This is an optimization exercise on Yosys and OpenROAD, whose aim is small area, a short achievable clock period and few clock cycles, not a production implementation. No functional check of the RTL was part of any run shown here. In every run shown here, the design's own scripts or RTL, not TritonCTS, make the clock network. The flow treats the clock pin as an ideal source. Dropping or thinning the clock tree relies on that and would not hold on a real chip. Power and IR drop assume default switching activity.

`design/flow/flow/cts_manual.tcl`:
```
# Hand-built balanced clock tree: the clock port drives NROOT buffers; each
# drives NLEAF leaf buffers (or, with NLEAF 0, the registers directly); each
# leaf drives one spatial cluster of the register clock pins. Clusters come
# from recursive bisection of the register positions, so every register sees
# the same number of buffers.
# Estimated clock load (fF) of one cluster driven from its centroid: pin
# capacitance plus wire, the wire taken as proportional to the total
# Manhattan distance of the pins from the centroid (fitted on earlier layouts).
proc mcts_cost {items} {
  set n [llength $items]
  if {$n == 0} { return 0 }
  set sx 0; set sy 0
  foreach s $items { set sx [expr {$sx + [lindex $s 1]}]; set sy [expr {$sy + [lindex $s 2]}] }
  set cx [expr {double($sx)/$n}]; set cy [expr {double($sy)/$n}]
  set st 0
  foreach s $items { set st [expr {$st + abs([lindex $s 1]-$cx) + abs([lindex $s 2]-$cy)}] }
  return [expr {1.75*$n + 0.0258*$st/1000.0}]
}
proc mcts_best {items k} {
  if {$k <= 1 || [llength $items] <= 1} { return [list [mcts_cost $items] [list $items]] }
  set k1 [expr {$k / 2}]
  set k2 [expr {$k - $k1}]
  set n [llength $items]
  set best [list 1e30 {}]
  foreach idx {1 2} {
    set sorted [lsort -integer -index $idx $items]
    set mid [expr {double($n) * $k1 / $k}]
    set lo [expr {max(1, int($mid * 0.8))}]
    set hi [expr {min($n-1, int(ceil($mid * 1.2)))}]
    for {set n1 $lo} {$n1 <= $hi} {incr n1} {
      set l [mcts_best [lrange $sorted 0 [expr {$n1-1}]] $k1]
      if {[lindex $l 0] >= [lindex $best 0]} { continue }
      set r [mcts_best [lrange $sorted $n1 end] $k2]
      set c [expr {max([lindex $l 0], [lindex $r 0])}]
      if {$c < [lindex $best 0]} {
        set best [list $c [concat [lindex $l 1] [lindex $r 1]]]
      }
    }
  }
  return $best
}
proc mcts_split {items k} {
  set b [mcts_best $items $k]
  puts "manual_cts: $k clusters, largest estimated load [format %.1f [lindex $b 0]] fF"
  return [lindex $b 1]
}
proc mcts_buffer {block master name innet items} {
  set sx 0; set sy 0
  foreach s $items { set sx [expr {$sx + [lindex $s 1]}]; set sy [expr {$sy + [lindex $s 2]}] }
  set cx [expr {int($sx / [llength $items])}]
  set cy [expr {int($sy / [llength $items])}]
  set inst [odb::dbInst_create $block $master $name]
  set net [odb::dbNet_create $block "${name}_net"]
  $net setSigType CLOCK
  [$inst findITerm A] connect $innet
  [$inst findITerm X] connect $net
  foreach s $items { set it [lindex $s 0]; $it disconnect; $it connect $net }
  $inst setLocation $cx $cy
  $inst setPlacementStatus PLACED
  return [list [$inst findITerm A] $cx $cy]
}
proc manual_cts {nroot nleaf rootbuf leafbuf} {
  set block [ord::get_db_block]
  set clknet [$block findNet clk]
  set sinks {}
  foreach it [$clknet getITerms] {
    set bb [[$it getInst] getBBox]
    lappend sinks [list $it [expr {([$bb xMin]+[$bb xMax])/2}] [expr {([$bb yMin]+[$bb yMax])/2}]]
  }
  set rm [[ord::get_db] findMaster $rootbuf]
  if {$nleaf == 0} {
    set i 0
    foreach g [mcts_split $sinks $nroot] {
      mcts_buffer $block $rm "clkroot_$i" $clknet $g
      puts "manual_cts: root $i drives [llength $g] registers"
      incr i
    }
  } else {
    set lm [[ord::get_db] findMaster $leafbuf]
    set groups [mcts_split $sinks [expr {$nroot*$nleaf}]]
    set leaves {}
    set i 0
    foreach g $groups {
      lappend leaves [mcts_buffer $block $lm "clkleaf_$i" $clknet $g]
      puts "manual_cts: leaf $i drives [llength $g] registers"
      incr i
    }
    set i 0
    foreach g [mcts_split $leaves $nroot] {
      mcts_buffer $block $rm "clkroot_$i" $clknet $g
      puts "manual_cts: root $i drives [llength $g] leaves"
      incr i
    }
  }
  set_propagated_clock [all_clocks]
}

# cts.tcl calls clock_tree_synthesis right after this hook; build the tree
# by hand instead.
rename clock_tree_synthesis orig_clock_tree_synthesis
proc clock_tree_synthesis {args} {
  manual_cts $::env(CTS_MANUAL_NROOT) $::env(CTS_MANUAL_NLEAF) \
    $::env(CTS_MANUAL_ROOTBUF) $::env(CTS_MANUAL_LEAFBUF)
}
```
`design/flow/constraint.sdc`:
```
create_clock -name core_clock -period 4.0 [get_ports {clk}]
set_input_delay 0.8000 -clock core_clock [delete_from_list [all_inputs] [get_ports {clk}]]
set_output_delay 0.8000 -clock core_clock [all_outputs]
set_load 0.01 [all_outputs]
```
`design/flow/flow/run.sh`:
```
#!/bin/bash
HERE=$(cd "$(dirname "$0")" && pwd)
export PRE_CTS_TCL=$HERE/cts_manual.tcl
export CTS_MANUAL_NROOT=4
export CTS_MANUAL_NLEAF=0
export CTS_MANUAL_ROOTBUF=sky130_fd_sc_hd__clkbuf_16
export CTS_MANUAL_LEAFBUF=sky130_fd_sc_hd__clkbuf_16
export BUFFER_PORTS_ARGS="-buffer_cell sky130_fd_sc_hd__buf_2"
bash standard.sh > standard.log 2>&1
```
`design/flow/config.mk`:
```
export PLATFORM = sky130hd
export DESIGN_NAME = LBP
export DESIGN_NICKNAME = LBP
export VERILOG_FILES = /design/flow/design.v
export SDC_FILE = /design/flow/constraint.sdc
export NUM_CORES = 4
export LEC_CHECK = 0
export CAP_MARGIN = 20
export CORE_MARGIN = 2
export CORE_UTILIZATION = 50
export SETUP_SLACK_MARGIN = 2.4
export SLEW_MARGIN = 20
```
`design/flow/design.v`:
```
`timescale 1ns/10ps
module LBP(  clk,reset,gray_addr,gray_req,gray_ready,gray_data,lbp_addr,lbp_valid,lbp_data,finish );
input           clk;
input           reset;
input           gray_ready;
input   [7:0]   gray_data;
output          gray_req;
output          lbp_valid;
output          finish;
output  [7:0]   lbp_data;
output  [13:0]  gray_addr;
output  [13:0]  lbp_addr;
reg             gray_req;    
reg             run;         
reg             lbp_valid;
reg             finish;
reg     [7:0]   lbp_data;
reg     [13:0]  lbp_addr;
reg     [6:0]   row;
reg     [6:0]   col;
reg     [2:0]   j;           
reg             eol;         
reg             lastrow;     
assign gray_addr = {row, col};
reg     [7:0]   p1, p2, p3, p4, p5, p6, p7, p8, p9;
reg             q1;
reg     [2:0]   q2, q3, q4, q5, q6, q7, q8;
reg     [3:0]   q9;
reg             b3;          
wire    [7:0]   x = gray_data;
function [1:0] cmpl;
    input [7:0] a;
    input [7:0] b;
    reg hgt, hlt, lge, lle;
    begin
        hgt = a[7:4] > b[7:4]; hlt = a[7:4] < b[7:4];
        lge = a[3:0] >= b[3:0]; lle = a[3:0] <= b[3:0];
        cmpl = {hgt | (~hlt & lge), hlt | (~hgt & lle)};
    end
endfunction
wire    [1:0]   cx9 = cmpl(x, p9);      
wire    [1:0]   c18 = cmpl(p1, p8);
wire    [1:0]   c19 = cmpl(p1, p9);
wire    [1:0]   c89 = cmpl(p8, p9);
wire            done = eol & lastrow & (col == 7'd127);
always @(posedge clk or posedge reset)
begin
    if (reset) begin
        gray_req  <= 1'b0;
        run       <= 1'b0;
        finish    <= 1'b0;
        lbp_valid <= 1'b0;
    end else begin
        lbp_valid <= run & (j[2] | j[1]) & (row[6:1] != 6'd0);
        if (run) begin
            if (done) begin
                gray_req <= 1'b0;
                run      <= 1'b0;
                finish   <= 1'b1;
            end
        end else if (gray_ready & ~finish) begin
            gray_req <= 1'b1;
            run      <= 1'b1;
        end
    end
end
always @(posedge clk)
begin
    if (~run) begin
        row     <= 7'd0;
        col     <= 7'd0;
        j       <= 3'd0;
        eol     <= 1'b0;
        lastrow <= 1'b0;
    end else begin
        j     <= j + 3'd1;
        eol   <= (j == 3'd6);
        if (eol) begin
            row     <= row + 7'd1;
            lastrow <= (row == 7'd126);
            col     <= lastrow ? col - 7'd1 : col - 7'd7;
        end else
            col     <= col + 7'd1;
    end
end
always @(posedge clk)
begin
    p1 <= x;  p2 <= p1; p3 <= p2; p4 <= p3; p5 <= p4;
    p6 <= p5; p7 <= p6; p8 <= p7; p9 <= p8;
    q1 <= cx9[0];
    q2 <= {c18[0], c19[0], q1};
    q3 <= q2; q4 <= q3; q5 <= q4; q6 <= q5; q7 <= q6; q8 <= q7;
    q9 <= {c18[1], q8};
    b3 <= c89[0];
    lbp_data <= {cx9[1], c19[1], q9[3], c89[1], b3, q9[2:0]};
    lbp_addr <= {row - 7'd1, col - 7'd1};
end
endmodule
```
`design/flow/standard.sh`:
```
#!/bin/bash
# synth_recipe.tcl (not shown) runs the flow's synth.tcl, then flattens the netlist and writes it again
# the make line also repeats each setting of config.mk as NAME=value (left out here)
make -C /OpenROAD-flow-scripts/flow DESIGN_CONFIG=/design/flow/config.mk WORK_HOME=/design/flow/orfs CLKGATE_MAP_FILE= SYNTH_SCRIPT=/design/flow/synth_recipe.tcl "${@:-finish}"
```
==> results of run 1 <==
-- path summary, 6_finish.rpt --
check	start	endpoint	slack (ns)	cells past startpoint
min in group asynchronous	reset	gray_req$_DFFE_PP0P_	0.48	2
hold reg to reg	q4[0]$_DFF_P_	q5[0]$_DFF_P_	0.33	0
hold / removal	q4[0]$_DFF_P_	q5[0]$_DFF_P_	0.33	0
setup / recovery	gray_data[1]	q1$_DFF_P_	2.43	6
max in group asynchronous	reset	finish$_DFFE_PP0P_	3.37	2
setup reg to reg	col[0]$_SDFF_PN0_	finish$_DFFE_PP0P_	2.46	6
-- cells in the mapped netlist (all sizes together) (3+ instances only) --
library cell,number
buf,3
nor2,18
mux2i,4
nand4,5
ha,39
xor2,11
nand3,4
or3,3
nand2b,12
a21oi,21
a21boi,4
inv,31
nand2,13
xnor2,7
nor3,7
o21ai,14
a21o,5
dfrtp,4
a22oi,4
clkbuf,3
and3,6
dfxtp,140
a31oi,3
-- logic make-up (layout without fill, tap and decap cells) --
group           Yosys count  count (layout)  share of synthesized area, %
compound gates           57              57                          7.57
fa+ha+maj                39              39                          10.8
flops                   144             144                          64.1
simple gates             79              79                          9.42
buf+inv                  37              93                          3.78
mux                       4               4                         0.884
xor+xnor                 18              18                          3.48
-- layout by cell type, fill, tap and decap left out, types with 3 or more instances in the layout --
| master | count |
|---|---|
| nor2_1 | 18 |
| a21o_1 | 5 |
| nand2_1 | 13 |
| a22oi_1 | 3 |
| ha_4 | 3 |
| xnor2_1 | 7 |
| nand4_1 | 5 |
| xor2_1 | 11 |
| dfxtp_2 | 5 |
| buf_2 | 49 |
| inv_1 | 29 |
| buf_4 | 9 |
| nand3_1 | 3 |
| mux2i_1 | 4 |
| dfrtp_1 | 4 |
| nor3_1 | 6 |
| a21boi_0 | 4 |
| dfxtp_1 | 126 |
| and3_1 | 5 |
| clkbuf_16 | 4 |
| dfxtp_4 | 9 |
| ha_1 | 35 |
| o21ai_0 | 11 |
| nand2b_1 | 12 |
| a21oi_1 | 20 |
-- routing by layer --
metal	track usage, %	wire, um
met1	18.8	3110
met2	22.1	2920
met3	0.984	297
met5	0	0
met4	1.90	134
-- layout make-up --
type | instances | area [um^2] | area share [%]
repair buffers | 58 | 313 | 6.09
flip-flops and latches | 144 | 2940 | 57.3
well taps | 108 | 135 | 2.63
plain buffers | 4 | 100 | 1.95
inverters | 31 | 116 | 2.26
multi-input cells | 197 | 1530 | 29.8
-- power groups by stage --
stage	combinational [mW]	sequential [mW]	clock, mW
after floorplan	0.0701	1.58	0
after global placement	0.110	1.58	0
after detailed placement	0.116	1.58	0
after CTS	0.116	1.55	0.535
after global routing	0.135	1.55	0.589
final	0.114	1.54	0.510
-- what timing repair did --
action / in CTS / in global routing
pin swaps: 0 / 4
buffers inserted: 0 / 9
resized for setup: 15 / 18
setup endpoints to repair: 18 / 17
==> results.json, run 1 <==
{
  "start_util_pct": 51.7,
  "design_area_um2": 5140,
  "fin_crit_ns": 1.57,
  "synth_cells": 378,
  "cpLargestDelayFamily": "adder cells",
  "yosys.area.top_type": "dfxtp_1",
  "hold_viol_final": 0,
  "post-route-period-util_pct": 39.2,
  "status": "no timing/DRC/antenna violations",
  "hold_ws_ns": 0.331,
  "syn_to_final_growth_pct": 13.5,
  "max-cap-violations": 0,
  "finalNonFillerCells": 542,
  "drt_iter0_drc": 87,
  "cp_max_fo": 3,
  "irDropWorstVdd_mv": 0.345,
  "p_leak_nw": 2.38,
  "fin_nets": 486,
  "ys_ff_latch": 144,
  "place_area_um2": 4890,
  "place_inst": 529,
  "grt_start_max_net_pins": 39,
  "clkPwrFrac_pct": 23.6,
  "synth-edff-count": 0,
  "critPathMaxStageDelay_ns": 0.27,
  "clkSlewWorstSetupHoldPaths_ns": 0.12,
  "top_register": "lbp_addr",
  "p_seq_share_pct": 71.2,
  "slew_headroom_pct": 67.9,
  "yosys.area.top_type_share_pct": 61.9,
  "firstDrtPassIters": 4,
  "place_ws_ns": 2.18,
  "worstSetupPathType": "in -> reg",
  "viasPerCell": 4.78,
  "yosysWarnings": 1,
  "hpwlAfterDp_um": 4770,
  "skew_ns": 0.00942,
  "crit_required_ns": 4.07,
  "grt_usage_pct": 13.0,
  "synthArstFlopShare_pct": 2.78,
  "grt_first_pass_wirelength_um": 11000,
  "clkLatencyLatePin_ns": 0.18,
  "setup_viol_count_final": 0,
  "layout_setup_ws_ns": 2.43,
  "die_w_um": 99.2,
  "die_h_um": 99.2,
  "syn_area_um2": 4530,
  "synth_area_per_cell_um2": 12.0,
  "totalWireLength_um": 6460,
  "intPower_mw": 1.76,
  "n_fill_cell": 741,
  "min_path_type": "reg -> reg",
  "max_freq_mhz": 638,
  "critPathCaptureType": "flop",
  "largest_register_ffs": 14,
  "cts_hold_buf": 0,
  "utilization_pct": 58.7,
  "routabilityCongestion": 0.849,
  "p_total_mw": 2.17,
  "drc": 0,
  "p_sw_mw": 0.408,
  "dieArea_um2": 9840,
  "swShare_pct": 18.9,
  "ys_seq_area_share_pct": 64.1,
  "cp.arrival_ns": 1.64,
  "drive_gt1_share_pct": 22.4,
  "antenna_found_initial": 0,
  "ant_nets": 0,
  "grt_overflow_total": 0,
  "rsz0062_at_grt": "no",
  "n_antenna_cell": 0,
  "ys_types": 40,
  "slew_violations": 0,
  "synthFlopType": "dfxtp_1",
  "worstPathCellList": "buf_2, ha_1, and3_4, nand2b_1, a22oi_2, o21ai_1",
  "worst_pin_slew_ns": 0.481,
  "portBuffers": 49,
  "synthesis.nets": 428,
  "vias": 2592,
  "crit_path_top_delay_cell": "ha_1",
  "powerDensity_nw_per_um2": 421,
  "synth_area_leaders": "dfxtp_1, ha_1, inv_1",
  "comb_power_share_pct": 5.3,
  "fin_tns_setup_ns": 0,
  "pin_count": 50,
  "wire_per_inst_um": 11.9,
  "critPathBufInv": 1,
  "row_count": 34,
  "startpoint_type": "input port",
  "grt_pass1_vias": 2372,
  "coreArea_um2": 8760
}
==> inputs of run 2 (changes only) <==
--- a/design/flow/design.v
+++ b/design/flow/design.v
@@ -14,2 +14,3 @@
 reg             run;         
+reg             vld;         
 reg             lbp_valid;
@@ -24,23 +25,27 @@
 assign gray_addr = {row, col};
-reg     [7:0]   p1, p2, p3, p4, p5, p6, p7, p8, p9;
-reg             q1;
-reg     [2:0]   q2, q3, q4, q5, q6, q7, q8;
-reg     [3:0]   q9;
+reg     [7:0]   p0, p1, p2, p3, p4, p5, p6, p7, p8, p9;
+reg     [2:0]   q1, q2, q3, q4, q5, q6, q7;
+reg     [3:0]   q8;
+reg     [4:0]   q9;
 reg             b3;          
-wire    [7:0]   x = gray_data;
-function [1:0] cmpl;
+wire            done = eol & lastrow & (col == 7'd127);
+function [1:0] cmp;
     input [7:0] a;
     input [7:0] b;
-    reg hgt, hlt, lge, lle;
+    integer k;
+    reg ge, le;
     begin
-        hgt = a[7:4] > b[7:4]; hlt = a[7:4] < b[7:4];
-        lge = a[3:0] >= b[3:0]; lle = a[3:0] <= b[3:0];
-        cmpl = {hgt | (~hlt & lge), hlt | (~hgt & lle)};
+        ge = 1'b1;
+        le = 1'b1;
+        for (k = 0; k < 8; k = k + 1) begin
+            ge = (a[k] & ~b[k]) | (a[k] & ge) | (~b[k] & ge);
+            le = (b[k] & ~a[k]) | (b[k] & le) | (~a[k] & le);
+        end
+        cmp = {ge, le};
     end
 endfunction
-wire    [1:0]   cx9 = cmpl(x, p9);      
-wire    [1:0]   c18 = cmpl(p1, p8);
-wire    [1:0]   c19 = cmpl(p1, p9);
-wire    [1:0]   c89 = cmpl(p8, p9);
-wire            done = eol & lastrow & (col == 7'd127);
+wire    [1:0]   c07 = cmp(p0, p7);      
+wire    [1:0]   c08 = cmp(p0, p8);
+wire    [1:0]   c09 = cmp(p0, p9);
+wire    [1:0]   c89 = cmp(p8, p9);      
 always @(posedge clk or posedge reset)
@@ -51,5 +56,9 @@
         finish    <= 1'b0;
+        vld       <= 1'b0;
         lbp_valid <= 1'b0;
     end else begin
-        lbp_valid <= run & (j[2] | j[1]) & (row[6:1] != 6'd0);
+        vld       <= run & (j[2] | j[1]) & (row[6:1] != 6'd0);
+        lbp_valid <= vld;
+        if (vld & ~run)      
+            finish <= 1'b1;
         if (run) begin
@@ -58,5 +67,4 @@
                 run      <= 1'b0;
-                finish   <= 1'b1;
             end
-        end else if (gray_ready & ~finish) begin
+        end else if (gray_ready & ~finish & ~vld) begin
             gray_req <= 1'b1;
@@ -87,11 +95,15 @@
 begin
-    p1 <= x;  p2 <= p1; p3 <= p2; p4 <= p3; p5 <= p4;
+    p0 <= gray_data;
+    p1 <= p0; p2 <= p1; p3 <= p2; p4 <= p3; p5 <= p4;
     p6 <= p5; p7 <= p6; p8 <= p7; p9 <= p8;
-    q1 <= cx9[0];
-    q2 <= {c18[0], c19[0], q1};
-    q3 <= q2; q4 <= q3; q5 <= q4; q6 <= q5; q7 <= q6; q8 <= q7;
-    q9 <= {c18[1], q8};
+    q1 <= {c07[0], c08[0], c09[0]};
+    q2 <= q1; q3 <= q2; q4 <= q3; q5 <= q4; q6 <= q5; q7 <= q6;
+    q8 <= {c07[1], q7};
+    q9 <= {c08[1], q8};
     b3 <= c89[0];
-    lbp_data <= {cx9[1], c19[1], q9[3], c89[1], b3, q9[2:0]};
-    lbp_addr <= {row - 7'd1, col - 7'd1};
+    lbp_data <= {c09[1], q9[4:3], c89[1], b3, q9[2:0]};
+    if (j == 3'd0)
+        lbp_addr <= {row - 7'd2, (row == 7'd0) ? col : col + 7'd6};
+    else
+        lbp_addr <= {row - 7'd1, col - 7'd2};
 end
--- a/design/flow/flow/run.sh
+++ b/design/flow/flow/run.sh
@@ -4,3 +4,3 @@
 export CTS_MANUAL_NROOT=4
-export CTS_MANUAL_NLEAF=0
+export CTS_MANUAL_NLEAF=2
 export CTS_MANUAL_ROOTBUF=sky130_fd_sc_hd__clkbuf_16
--- a/design/flow/config.mk
+++ b/design/flow/config.mk
@@ -9,4 +9,4 @@
 export CORE_MARGIN = 2
-export CORE_UTILIZATION = 50
-export SETUP_SLACK_MARGIN = 2.4
+export CORE_UTILIZATION = 60
+export SETUP_SLACK_MARGIN = 2.5
 export SLEW_MARGIN = 20
==> run 2 against run 1 <==
  * Still clean
  * Synthesized cell count up 9.8%
  * Clock power up 88%
  * Via count up 24%
  * Fmax down 19%
  * Power up 29%
  * Sequential cell count up 13
  * Sequential power up 9.7%
  * Sequential share of layout area down 6.1 points
  * Global-route usage up 7.2 points
  * Utilization up 24 points
  * Critical path type is now reg -> reg
  * Largest power group unchanged
  * Highest routed layer unchanged
==> results.json, run 2 <==
{
  "slew_violations": 0,
  "viasPerCell": 5.25,
  "worst_pin_slew_ns": 0.362,
  "grt_overflow_total": 0,
  "totalWireLength_um": 9460,
  "synth_area_per_cell_um2": 11.6,
  "min_path_type": "reg -> reg",
  "critPathMaxStageDelay_ns": 0.32,
  "rsz0062_at_grt": "yes",
  "yosys.area.top_type_share_pct": 63.2,
  "crit_top_cell": "maj3_2",
  "portBuffers": 49,
  "mostFrequentLayoutCell": "dfxtp_1",
  "grt_pass1_vias": 3219,
  "synthFlopType": "dfxtp_1",
  "max-cap-violations": 0,
  "antenna_found_initial": 0,
  "fin_tns_setup_ns": 0,
  "drc": 0,
  "reg2reg_to": "b3$_DFF_P_",
  "ant_nets": 0,
  "setup_viol_count_final": 0,
  "clkSlewWorstSetupHoldPaths_ns": 0.07,
  "syn_area_um2": 4820,
  "vias": 3213,
  "dieArea_um2": 8760,
  "wl_met2_um": 5070,
  "cpLargestDelayFamily": "adder cells",
  "crit_path_top_delay_cell": "dfxtp_2",
  "drive_gt1_share_pct": 42.5,
  "p_leak_nw": 2.82,
  "ys_seq_area_share_pct": 65.8,
  "ys_types": 45,
  "grt_first_pass_wirelength_um": 14500,
  "drt_iter0_drc": 65,
  "critPathCaptureType": "flop",
  "largest_register_ffs": 14,
  "yosysWarnings": 1,
  "yosys.area.top_type": "dfxtp_1",
  "r2r-start": "p9[0]$_DFF_P_",
  "max_freq_mhz": 514,
  "synthArstFlopShare_pct": 3.18,
  "grt_usage_pct": 20.2,
  "slew_headroom_pct": 75.5,
  "hold_ws_ns": 0.325,
  "syn_to_final_growth_pct": 32.6,
  "skew_ns": 0.00572,
  "die_w_um": 93.6,
  "worstPathCellList": "nand2b_4, maj3_2, maj3_2, maj3_2, o31a_1, maj3_2",
  "final_cell_mix": "dfxtp_1, buf_4, inv_1, buf_6",
  "hold_viol_final": 0,
  "worstSetupPathType": "reg -> reg",
  "powerDensity_nw_per_um2": 436,
  "fin_crit_ns": 1.94,
  "grt_start_max_net_pins": 21,
  "pin_count": 50,
  "critPathBufInv": 0,
  "top_register": "lbp_addr",
  "post-route-period-util_pct": 48.6,
  "clkLatencyLatePin_ns": 0.27,
  "ys_ff_latch": 157,
  "hpwlAfterDp_um": 5440,
  "start_util_pct": 62.0,
  "hold_depth": 0,
  "synth_area_leaders": "dfxtp_1, maj3_1, ha_1",
  "fin_nets": 540,
  "cp.arrival_ns": 2.11,
  "cp_max_fo": 2,
  "m1WireLength_um": 3910,
  "synth-edff-count": 0,
  "irDropWorstVdd_mv": 0.396,
  "die_h_um": 93.6,
  "r2r_slack_ns": 2.06,
  "min_from": "p3[0]$_DFF_P_",
  "netlist_top_cells_count": "dfxtp_1, inv_1, nor2_1",
  "ff2ff_path_depth": 6,
  "row_count": 32,
  "wire_per_inst_um": 15.5,
  "hold_end": "p4[0]$_DFF_P_",
  "crit_required_ns": 4.16,
  "synthesis.nets": 443,
  "firstDrtPassIters": 4,
  "status": "no timing/DRC/antenna violations",
  "highest_layer": "met4",
  "n_antenna_cell": 0,
  "startpoint_type": "flop",
  "synth_cells": 415,
  "yosysMostFrequentCell": "dfxtp_1",
  "routabilityCongestion": 0.841,
  "wl_met3_um": 276,
  "coreArea_um2": 7770
}
## run 2: changes by cell type in the layout (fill, tap and decap cells not counted), moves of 12 or more
cell	before	now
dfxtp_2	5	19
maj3_2	0	19
ha_1	35	12
buf_2	49	25
dfxtp_1	126	113
buf_4	9	35
buf_6	0	28
nand2b_1	12	0
## run 2: logic make-up (layout without fill, tap and decap cells)
logic type,after synthesis,in the layout,synth area share [%]
and+or+nand+nor,86,86,8.49
muxes,2,2,0.416
DFF,157,157,65.8
xor gates and xnor gates,19,19,3.45
AOI/OAI and AO/OA,64,64,8.23
buffers and inverters,43,138,3.35
adders and majority gates,44,44,10.3
## run 2: worst max path at each step
stage                        start           endpoint  slack, ns  depth (start not counted)
finish               p9[0]$_DFF_P_         b3$_DFF_P_       2.06                          6
global route         p9[0]$_DFF_P_         b3$_DFF_P_       1.99                          6
CTS                  p9[0]$_DFF_P_         b3$_DFF_P_       2.05                          6
detailed placement  eol$_SDFF_PN0_  col[6]$_SDFF_PN0_       1.97                          9
global placement    eol$_SDFF_PN0_  col[6]$_SDFF_PN0_       1.99                          9
floorplan            p9[0]$_DFF_P_         b3$_DFF_P_       2.05                          6
## run 2: final cells by class
class / instances / area (um^2)
flip-flops and latches: 157 / 3270
well taps: 102 / 128
repair buffers: 89 / 723
multi-input cells: 215 / 1820
inverters: 37 / 153
fillers: 413 / 1380
plain buffers: 12 / 300
## run 2: timing repair
item                                    in CTS  in global routing
hold buffers                                 0                  0
gates resized for setup                     85                 59
endpoints found under the setup margin      49                 61
pin swaps                                   23                 27
setup buffers                               25                 15
## run 2: layer usage
layer / vias to the layer above / GRT usage [%]
li1: 1576 / -
met3: 20 / 1.85
met1: 1545 / 24.0
met4: 0 / 5.07
met2: 72 / 39.0
met5: - / 0
## run 2: power by group
part	leakage, nW	switching (mW)	internal, mW
clock network	0.148	0.427	0.533
logic	1.33	0.0636	0.0745
registers	1.34	0.0436	1.65
total	2.82	0.535	2.25
## run 2: per-stage QoR
| stage | total power [mW] | area (um^2) | util [%] | std cells | worst slack, ns |
|---|---|---|---|---|---|
| after detailed placement | 1.83 | 5250 | 67.5 | 560 | 1.97 |
| after CTS | 2.79 | 6030 | 77.7 | 597 | 2.05 |
| final | 2.79 | 6390 | 82.2 | 612 | 2.06 |
| after global placement | 1.82 | 5250 | 67.5 | 560 | 1.99 |
| after floorplan | 1.79 | 4920 | - | 415 | 2.05 |
| after global routing | 2.88 | 6390 | 82.2 | 612 | 1.99 |
==> inputs of run 3 (changes only) <==
--- a/design/flow/design.v
+++ b/design/flow/design.v
@@ -31,21 +31,2 @@
 wire            done = eol & lastrow & (col == 7'd127);
-function [1:0] cmp;
-    input [7:0] a;
-    input [7:0] b;
-    integer k;
-    reg ge, le;
-    begin
-        ge = 1'b1;
-        le = 1'b1;
-        for (k = 0; k < 8; k = k + 1) begin
-            ge = (a[k] & ~b[k]) | (a[k] & ge) | (~b[k] & ge);
-            le = (b[k] & ~a[k]) | (b[k] & le) | (~a[k] & le);
-        end
-        cmp = {ge, le};
-    end
-endfunction
-wire    [1:0]   c07 = cmp(p0, p7);      
-wire    [1:0]   c08 = cmp(p0, p8);
-wire    [1:0]   c09 = cmp(p0, p9);
-wire    [1:0]   c89 = cmp(p8, p9);      
 always @(posedge clk or posedge reset)
@@ -98,8 +79,8 @@
     p6 <= p5; p7 <= p6; p8 <= p7; p9 <= p8;
-    q1 <= {c07[0], c08[0], c09[0]};
+    q1 <= {p7 >= p0, p8 >= p0, p9 >= p0};
     q2 <= q1; q3 <= q2; q4 <= q3; q5 <= q4; q6 <= q5; q7 <= q6;
-    q8 <= {c07[1], q7};
-    q9 <= {c08[1], q8};
-    b3 <= c89[0];
-    lbp_data <= {c09[1], q9[4:3], c89[1], b3, q9[2:0]};
+    q8 <= {p0 >= p7, q7};
+    q9 <= {p0 >= p8, q8};
+    b3 <= p9 >= p8;
+    lbp_data <= {p0 >= p9, q9[4:3], p8 >= p9, b3, q9[2:0]};
     if (j == 3'd0)
==> design/flow/flow/run.sh (replaced) <==
#!/bin/bash
HERE=$(cd "$(dirname "$0")" && pwd)
export PRE_CTS_TCL=$HERE/cts_manual.tcl
export CTS_MANUAL_NROOT=4
export CTS_MANUAL_NLEAF=2
export CTS_MANUAL_ROOTBUF=sky130_fd_sc_hd__clkbuf_8
export CTS_MANUAL_LEAFBUF=sky130_fd_sc_hd__clkbuf_8
export BUFFER_PORTS_ARGS="-buffer_cell sky130_fd_sc_hd__buf_2"
bash standard.sh > standard.log 2>&1
--- a/design/flow/config.mk
+++ b/design/flow/config.mk
@@ -10,3 +10,3 @@
 export CORE_UTILIZATION = 60
-export SETUP_SLACK_MARGIN = 2.5
+export SETUP_SLACK_MARGIN = 2.4
 export SLEW_MARGIN = 20
==> run 3 against run 2 <==
  * Still clean
  * Largest power group unchanged
  * Area after synthesis is 3.1% higher
  * Routed wire length down 17%
  * Largest cell class unchanged
  * Clock skew grew 0.0041 ns
==> results.json, run 3 <==
{
  "p_leak_nw": 2.65,
  "ys_types": 47,
  "largest_register_ffs": 14,
  "synthesis.nets": 468,
  "syn_to_final_growth_pct": 17.2,
  "fin_tns_setup_ns": 0,
  "row_count": 33,
  "synth_cells": 410,
  "powerDensity_nw_per_um2": 711,
  "clkLatencyLatePin_ns": 0.29,
  "final_cell_mix": "dfxtp_1, ha_1, buf_2",
  "vias": 2958,
  "skew_ns": 0.00979,
  "critPathBufInv": 1,
  "worst_pin_slew_ns": 0.399,
  "fin_nets": 544,
  "pin_count": 50,
  "yosys.area.top_type_share_pct": 61.2,
  "start_util_pct": 61.1,
  "yosys.area.top_type": "dfxtp_1",
  "synthArstFlopShare_pct": 3.18,
  "min_path_type": "reg -> reg",
  "hold_ws_ns": 0.333,
  "reg2reg_to": "col[4]$_SDFF_PN0_",
  "min_from": "q3[2]$_DFF_P_",
  "ff2ff_path_depth": 7,
  "setup_viol_count_final": 0,
  "ant_nets": 0,
  "synth-edff-count": 0,
  "totalWireLength_um": 7840,
  "r2r-start": "eol$_SDFF_PN0_",
  "top_register": "lbp_addr",
  "firstDrtPassIters": 4,
  "drt_iter0_drc": 69,
  "dieArea_um2": 9030,
  "grt_start_max_net_pins": 22,
  "worstPathCellList": "buf_2",
  "hold_end": "q4[2]$_DFF_P_",
  "ys_seq_area_share_pct": 63.8,
  "routabilityCongestion": 0.816,
  "mostFrequentLayoutCell": "dfxtp_1",
  "grt_pass1_vias": 2799,
  "fin_crit_ns": 1.63,
  "synth_area_per_cell_um2": 12.1,
  "syn_area_um2": 4970,
  "place_ws_ns": 2.13,
  "ys_ff_latch": 157,
  "rsz0062_at_grt": "yes",
  "antenna_found_initial": 0,
  "post-route-period-util_pct": 40.7,
  "crit_path_top_delay_cell": "dfrtp_1",
  "cpLargestDelayFamily": "flip-flops",
  "portBuffers": 49,
  "layout_setup_ws_ns": 2.37,
  "grt_usage_pct": 17.2,
  "grt_first_pass_wirelength_um": 12600,
  "critPathCaptureType": "output pin",
  "hold_viol_final": 0,
  "drc": 0,
  "crit_required_ns": 3.20,
  "die_h_um": 95,
  "synthFlopType": "dfxtp_1",
  "max_freq_mhz": 614,
  "irDropWorstVdd_mv": 0.345,
  "startpoint_type": "flop",
  "worstSetupPathType": "reg -> out",
  "status": "no timing/DRC/antenna violations",
  "slew_headroom_pct": 73.1,
  "hold_depth": 0,
  "n_antenna_cell": 0,
  "cp_max_fo": 2,
  "critPathMaxStageDelay_ns": 0.40,
  "clkSlewWorstSetupHoldPaths_ns": 0.11,
  "yosysWarnings": 1,
  "hpwlAfterDp_um": 5480,
  "viasPerCell": 5.02,
  "cts_hold_buf": 0,
  "drive_gt1_share_pct": 25.2,
  "r2r_slack_ns": 2.44,
  "netlist_top_cells_count": "dfxtp_1, ha_1, inv_1",
  "slew_violations": 0,
  "grt_overflow_total": 0,
  "max-cap-violations": 0,
  "wire_per_inst_um": 13.3,
  "cp.arrival_ns": 0.83,
  "coreArea_um2": 8130,
  "yosysMostFrequentCell": "dfxtp_1",
  "die_w_um": 95,
  "p_total_mw": 4.14,
  "synth_area_leaders": "dfxtp_1, ha_1, xnor2_1"
}
## run 3: kinds of logic (layout without fill, tap and decap cells)
group / after synthesis / after routing / share of synthesized area, %
adders and majority gates: 47 / 47 / 11.8
AOI/OAI and AO/OA: 59 / 59 / 7.50
xor gates and xnor gates: 21 / 21 / 3.70
DFF: 157 / 157 / 63.8
muxes: 5 / 5 / 1.11
and+or+nand+nor: 79 / 79 / 8.54
buffers and inverters: 42 / 116 / 3.55
## run 3: cell type report
type,count,area [um^2]
flip-flops and latches,157,3230
fillers,614,2310
multi-input cells,211,1680
repair buffers,70,484
plain buffers,12,165
inverters,34,131
well taps,105,131
## run 3: timing repair
action | 4_1_cts | 5_1_grt
buffers inserted | 20 | 1
endpoints found under the setup margin | 21 | 23
endpoints found under the hold margin | 0 | 0
pin swaps | 0 | 3
gates resized for setup | 35 | 22
## run 3: power by group
group	switching, mW	leakage (nW)	internal [mW]
clock	0.401	0.0863	0.272
combinational	0.697	1.22	0.728
sequential	0.149	1.34	1.89
total	1.25	2.65	2.89
## run 3: worst max path at each step
stage	slack, ns	endpoint	startpoint	cells past startpoint
2_1_floorplan	2.42	col[4]$_SDFF_PN0_	col[1]$_SDFF_PN0_	7
3_3_place_gp	2.18	col[4]$_SDFF_PN0_	eol$_SDFF_PN0_	7
3_5_place_dp	2.13	col[4]$_SDFF_PN0_	eol$_SDFF_PN0_	7
4_1_cts	2.35	gray_req	gray_req$_DFFE_PP0P_	1
5_1_grt	2.33	gray_req	gray_req$_DFFE_PP0P_	1
6_report	2.37	gray_req	gray_req$_DFFE_PP0P_	1
## run 3: per-layer routing
layer  vias to the layer above  global-route usage (%)  routed length, um
met3                        18                    1.60                281
li1                       1522                       -                  -
met1                      1353                    21.8               3480
met4                         0                    6.04                243
met2                        65                    30.7               3830
met5                         -                       0                  0
## run 3: per-stage QoR
stage | std cells | util, % | cell area [um^2]
floorplan | 410 | - | 4970
global placement | 556 | 65.1 | 5300
detailed placement | 556 | 65.1 | 5300
CTS | 588 | 70.0 | 5700
global route | 589 | 71.6 | 5820
finish | 589 | 71.6 | 5820

[afterwards: timing with drivers on the ports]
In the flow no input, the clock included, has a driving cell. The finished layouts below were timed again as built, in two steps.
Step 1 sets driving cells, clkbuf_16 on the clock port and buf_2 on the other inputs (assumed; they add their load-dependent delay and slew).
Step 2 adds t to the input delays and takes it off the output delays; t is the mean of the earliest and latest rising clock arrival at the registers after step 1. Input paths then give back, and output paths get back, about the clock's delay inside the block.
a / b / c = no drivers / after step 1 / after step 2; a / b = the first two.
run	t (ns)	setup WS [ns]	hold WS [ns]	worst setup path after step 2	slew at the worst register clock pin (ns)
run 1	0.253	2.431 / 2.379 / 2.240	0.331 / 0.332 / 0.332	input to register	0.12 / 0.12
run 2	0.347	2.056 / 2.056 / 2.056	0.325 / 0.325 / 0.325	register to register	0.08 / 0.08
run 3	0.350	2.371 / 2.306 / 2.441	0.333 / 0.334 / 0.334	register to register	0.11 / 0.11
After both steps setup and hold are still met in every run listed. The setup slack of run 1, which loses most, moves by -0.052 ns with the drivers and by -0.191 ns with both steps.
